What follows belongs to an exercise in optimizing a design on an open flow for small area; a production flow would make more cautious choices.
Function was checked by simulation only, so behaviour that the tests miss may differ from the original.
Power and IR drop assume default switching activity.

// rs_alu
module rs_alu(
	input clk,
	input rst,
	output [31:0] PC_out,
	output [3:0] rob_id_out,
	output [16:0] EX_ctrl_out,
	output [5:0] p_rs_out,
	output [5:0] p_rt_out,
	output [15:0] imm_bits_out,
	output [5:0] p_rd_out,
	output stl_dec_rs_alu_full,
	input [3:0] num_rob_entry,
	input [31:0] PC_in,
	input [16:0] EX_ctrl_in,
	input [5:0] p_rs_in,
	input [5:0] p_rt_in,
	input p_rs_rdy_in,
	input p_rt_rdy_in,
	input rs_read,
	input rt_read,
	input [15:0] imm_bits_in,
	input [5:0] p_rd_new,
	input alloc_RS_en,
	input stall_issue,
	output wire issue_en,
	input recover,
	input [3:0] rec_rob_entry,
	input stall_hazard,
	input bus_en,
	input [5:0] tag
);
Settings: LEC_CHECK=0, CAP_MARGIN=20, CORE_MARGIN=2, CORE_UTILIZATION=45, SLEW_MARGIN=20; clock period 8.0 ns.
standard.sh (not shown) runs the stock make flow with config.mk's settings and CLKGATE_MAP_FILE= SYNTH_SCRIPT=/design/flow/synth_recipe.tcl, a recipe that flattens the netlist after the stock synthesis.
==> flow/flow/run.sh <==
#!/bin/bash
# Standard ORFS layout with three changes: port buffers use the smallest buffer,
# CTS uses mid-size clock buffers without dummy loads, and non-critical gates are
# downsized after global routing. Full make output goes to flow.log here.
set -euo pipefail
CTS="-sink_clustering_enable -repair_clock_nets -dont_use_dummy_load -buf_list sky130_fd_sc_hd__clkbuf_4 -sink_clustering_size 9 -sink_clustering_max_diameter 80"
bash standard.sh \
  "BUFFER_PORTS_ARGS=-buffer_cell sky130_fd_sc_hd__buf_1" \
  "CTS_ARGS=$CTS" \
  finish > flow.log 2>&1
The starting point completed without violations.
==> next run, changes <==
--- a/flow/flow/run.sh
+++ b/flow/flow/run.sh
@@ -6 +6 @@
-CTS="-sink_clustering_enable -repair_clock_nets -dont_use_dummy_load -buf_list sky130_fd_sc_hd__clkbuf_4 -sink_clustering_size 9 -sink_clustering_max_diameter 80"
+CTS="-sink_clustering_enable -repair_clock_nets -dont_use_dummy_load -buf_list sky130_fd_sc_hd__clkbuf_8 -sink_clustering_size 16"
@@ -9,0 +10 @@
+  RECOVER_POWER=100 \
--- a/flow/config.mk
+++ b/flow/config.mk
@@ -10 +10 @@
-export CORE_UTILIZATION = 45
+export CORE_UTILIZATION = 40
Result: The new run produced a layout that fails on capacitance limit, slew limit; area after synthesis stays the same; worst setup slack loses 930 ps; global-route usage goes down by 2.8 points; total power goes up by 8.0%; clock skew goes down by 26 ps; first-iteration DRC count goes down by 10%; wire length goes down by 0.33%; die area goes up by 12%; non-clock buffer count goes down by 4; flip-flop and latch count stays the same; synthesized cell count does not change.
==> next run, changes <==
--- a/flow/flow/run.sh
+++ b/flow/flow/run.sh
@@ -6 +6 @@
-CTS="-sink_clustering_enable -repair_clock_nets -dont_use_dummy_load -buf_list sky130_fd_sc_hd__clkbuf_8 -sink_clustering_size 16"
+CTS="-sink_clustering_enable -repair_clock_nets -dont_use_dummy_load -buf_list sky130_fd_sc_hd__clkbuf_8 -sink_clustering_size 16 -sink_clustering_max_diameter 100"
@@ -10 +9,0 @@
-  RECOVER_POWER=100 \
--- a/flow/config.mk
+++ b/flow/config.mk
@@ -10 +10 @@
-export CORE_UTILIZATION = 40
+export CORE_UTILIZATION = 45
Effect: Now the flow finished with timing, DRC and antenna clean; synthesized area stays the same; global-route usage rose by 2.4 points; sequential share of layout area rose by 2.0 points; register-to-register slack improved by 2500 ps; cell area fell by a few percent; clock-buffer cell count fell by 66; non-clock buffer count rose by 4.
==> next run, changes <==
==> flow/flow/run.sh (replaced) <==
#!/bin/bash
# The standard layout (standard.sh) with these changes:
#  - synthesis maps logic with an area-oriented ABC script (flow/synth_area.tcl,
#    flow/area.abc); registers are mapped exactly as in the standard synthesis;
#  - port buffers use the smallest buffer cell;
#  - CTS uses clkbuf_8 with sink clusters of up to 16 and no dummy loads.
# The full make output goes to flow.log in this folder; ORFS's per-step logs are
# under orfs/logs/.
set -euo pipefail
HERE=$(pwd)
CTS="-sink_clustering_enable -repair_clock_nets -dont_use_dummy_load -buf_list sky130_fd_sc_hd__clkbuf_8 -sink_clustering_size 16 -sink_clustering_max_diameter 100"
export MY_ABC_SCRIPT="$HERE/flow/area.abc"
bash standard.sh \
  "SYNTH_SCRIPT=$HERE/flow/synth_area.tcl" \
  "BUFFER_PORTS_ARGS=-buffer_cell sky130_fd_sc_hd__buf_1" \
  "CTS_ARGS=$CTS" \
  finish > flow.log 2>&1
==> flow/flow/area.abc (new file) <==
strash
dc2
dch -f
amap -m
==> flow/flow/synth_area.tcl (new file) <==
# The standard synthesis script (synth_recipe.tcl), with one change: Yosys's abc
# step maps the logic with the area-oriented ABC script named by MY_ABC_SCRIPT.
# Flip-flop mapping (dfflibmap) runs before abc and is untouched, so the registers,
# their names and their cell types are the standard synthesis's.
proc synth {args} { yosys synth -nofsm -noshare {*}$args }
proc abc {args} {
  set i [lsearch -exact $args -script]
  if {$i >= 0 && [info exists ::env(MY_ABC_SCRIPT)]} { lset args [expr {$i + 1}] $::env(MY_ABC_SCRIPT) }
  yosys abc {*}$args
}
source $::env(SCRIPTS_DIR)/synth.tcl
# left out here: clear keep_hierarchy, flatten, clean up, hide names made inside functions, write 1_2_yosys.v
--- a/flow/config.mk
+++ b/flow/config.mk
@@ -8 +8 @@
-export CAP_MARGIN = 20
+export CAP_MARGIN = 10
@@ -11 +11 @@
-export SLEW_MARGIN = 20
+export SLEW_MARGIN = 10
The changed run produced a clean layout.
Register-to-register slack got worse by 140 ps.
Final area goes down by about 1.4%.
Clock power hardly moves.
==> next run, changes <==
==> flow/flow/run.sh (replaced) <==
#!/bin/bash
# Standard ORFS layout with three changes: port buffers use the smallest buffer,
# CTS uses mid-size clock buffers without dummy loads, and non-critical gates are
# downsized after global routing. Full make output goes to flow.log here.
set -euo pipefail
CTS="-sink_clustering_enable -repair_clock_nets -dont_use_dummy_load -buf_list sky130_fd_sc_hd__clkbuf_4 -sink_clustering_size 10"
bash standard.sh \
  "BUFFER_PORTS_ARGS=-buffer_cell sky130_fd_sc_hd__buf_1" \
  "CTS_ARGS=$CTS" \
  RECOVER_POWER=100 \
  finish > flow.log 2>&1
--- a/flow/config.mk
+++ b/flow/config.mk
@@ -8 +8 @@
-export CAP_MARGIN = 10
+export CAP_MARGIN = 20
@@ -10,2 +10,2 @@
-export CORE_UTILIZATION = 45
-export SLEW_MARGIN = 10
+export CORE_UTILIZATION = 40
+export SLEW_MARGIN = 20
removed: flow/flow/area.abc
removed: flow/flow/synth_area.tcl
After rerunning: Now the flow reached the layout checks and failed them: capacitance limit, slew limit; worst setup slack got worse by 580 ps; clock power is higher by 37%; register-to-register slack degrades by 2600 ps; global-route usage went down by 4.0 points; die area goes up by 16%; area after synthesis is higher by about 3%; sequential share of layout area decreases by 2.6 points; wire length fell by about 3.7%; via count falls by 2.2%.

what the ideal ports hide:
No port has a modelled driver above. Below, the same layouts with a new extraction and two added sets of constraints. Step 1 assumes that a clkbuf_16 drives the clock port and a buf_2 every other input. Step 2 also shifts input and output timing later by t, the mid clock arrival at the registers, as if the neighbouring blocks saw the same clock. a / b / c = ideal / step 1 / step 2; a / b = the first two.
run | t (ns) | setup slack, ns | worst hold slack (ns) | worst setup path after step 2 | latest minus earliest clock arrival (ns)
the first run | 0.893 | 2.007 / 1.954 / 2.848 | 0.471 / 0.471 / 0.471 | register to output | 0.113 / 0.113
the second run | 0.746 | 1.076 / 1.018 / 0.630 | 0.469 / 0.469 / 0.469 | input to register | 0.085 / 0.084
the third run | 0.708 | 2.214 / 2.155 / 2.863 | 0.475 / 0.475 / 0.475 | register to output | 0.084 / 0.085
the fourth run | 0.714 | 1.735 / 1.681 / 2.395 | 0.472 / 0.472 / 0.472 | register to output | 0.030 / 0.030
the fifth run | 0.981 | 1.154 / 1.094 / 0.441 | 0.468 / 0.468 / 0.468 | input to register | 0.120 / 0.120
For the fifth run, which loses most, drivers alone change the setup slack by -0.060 ns; drivers and shift together by -0.713 ns.
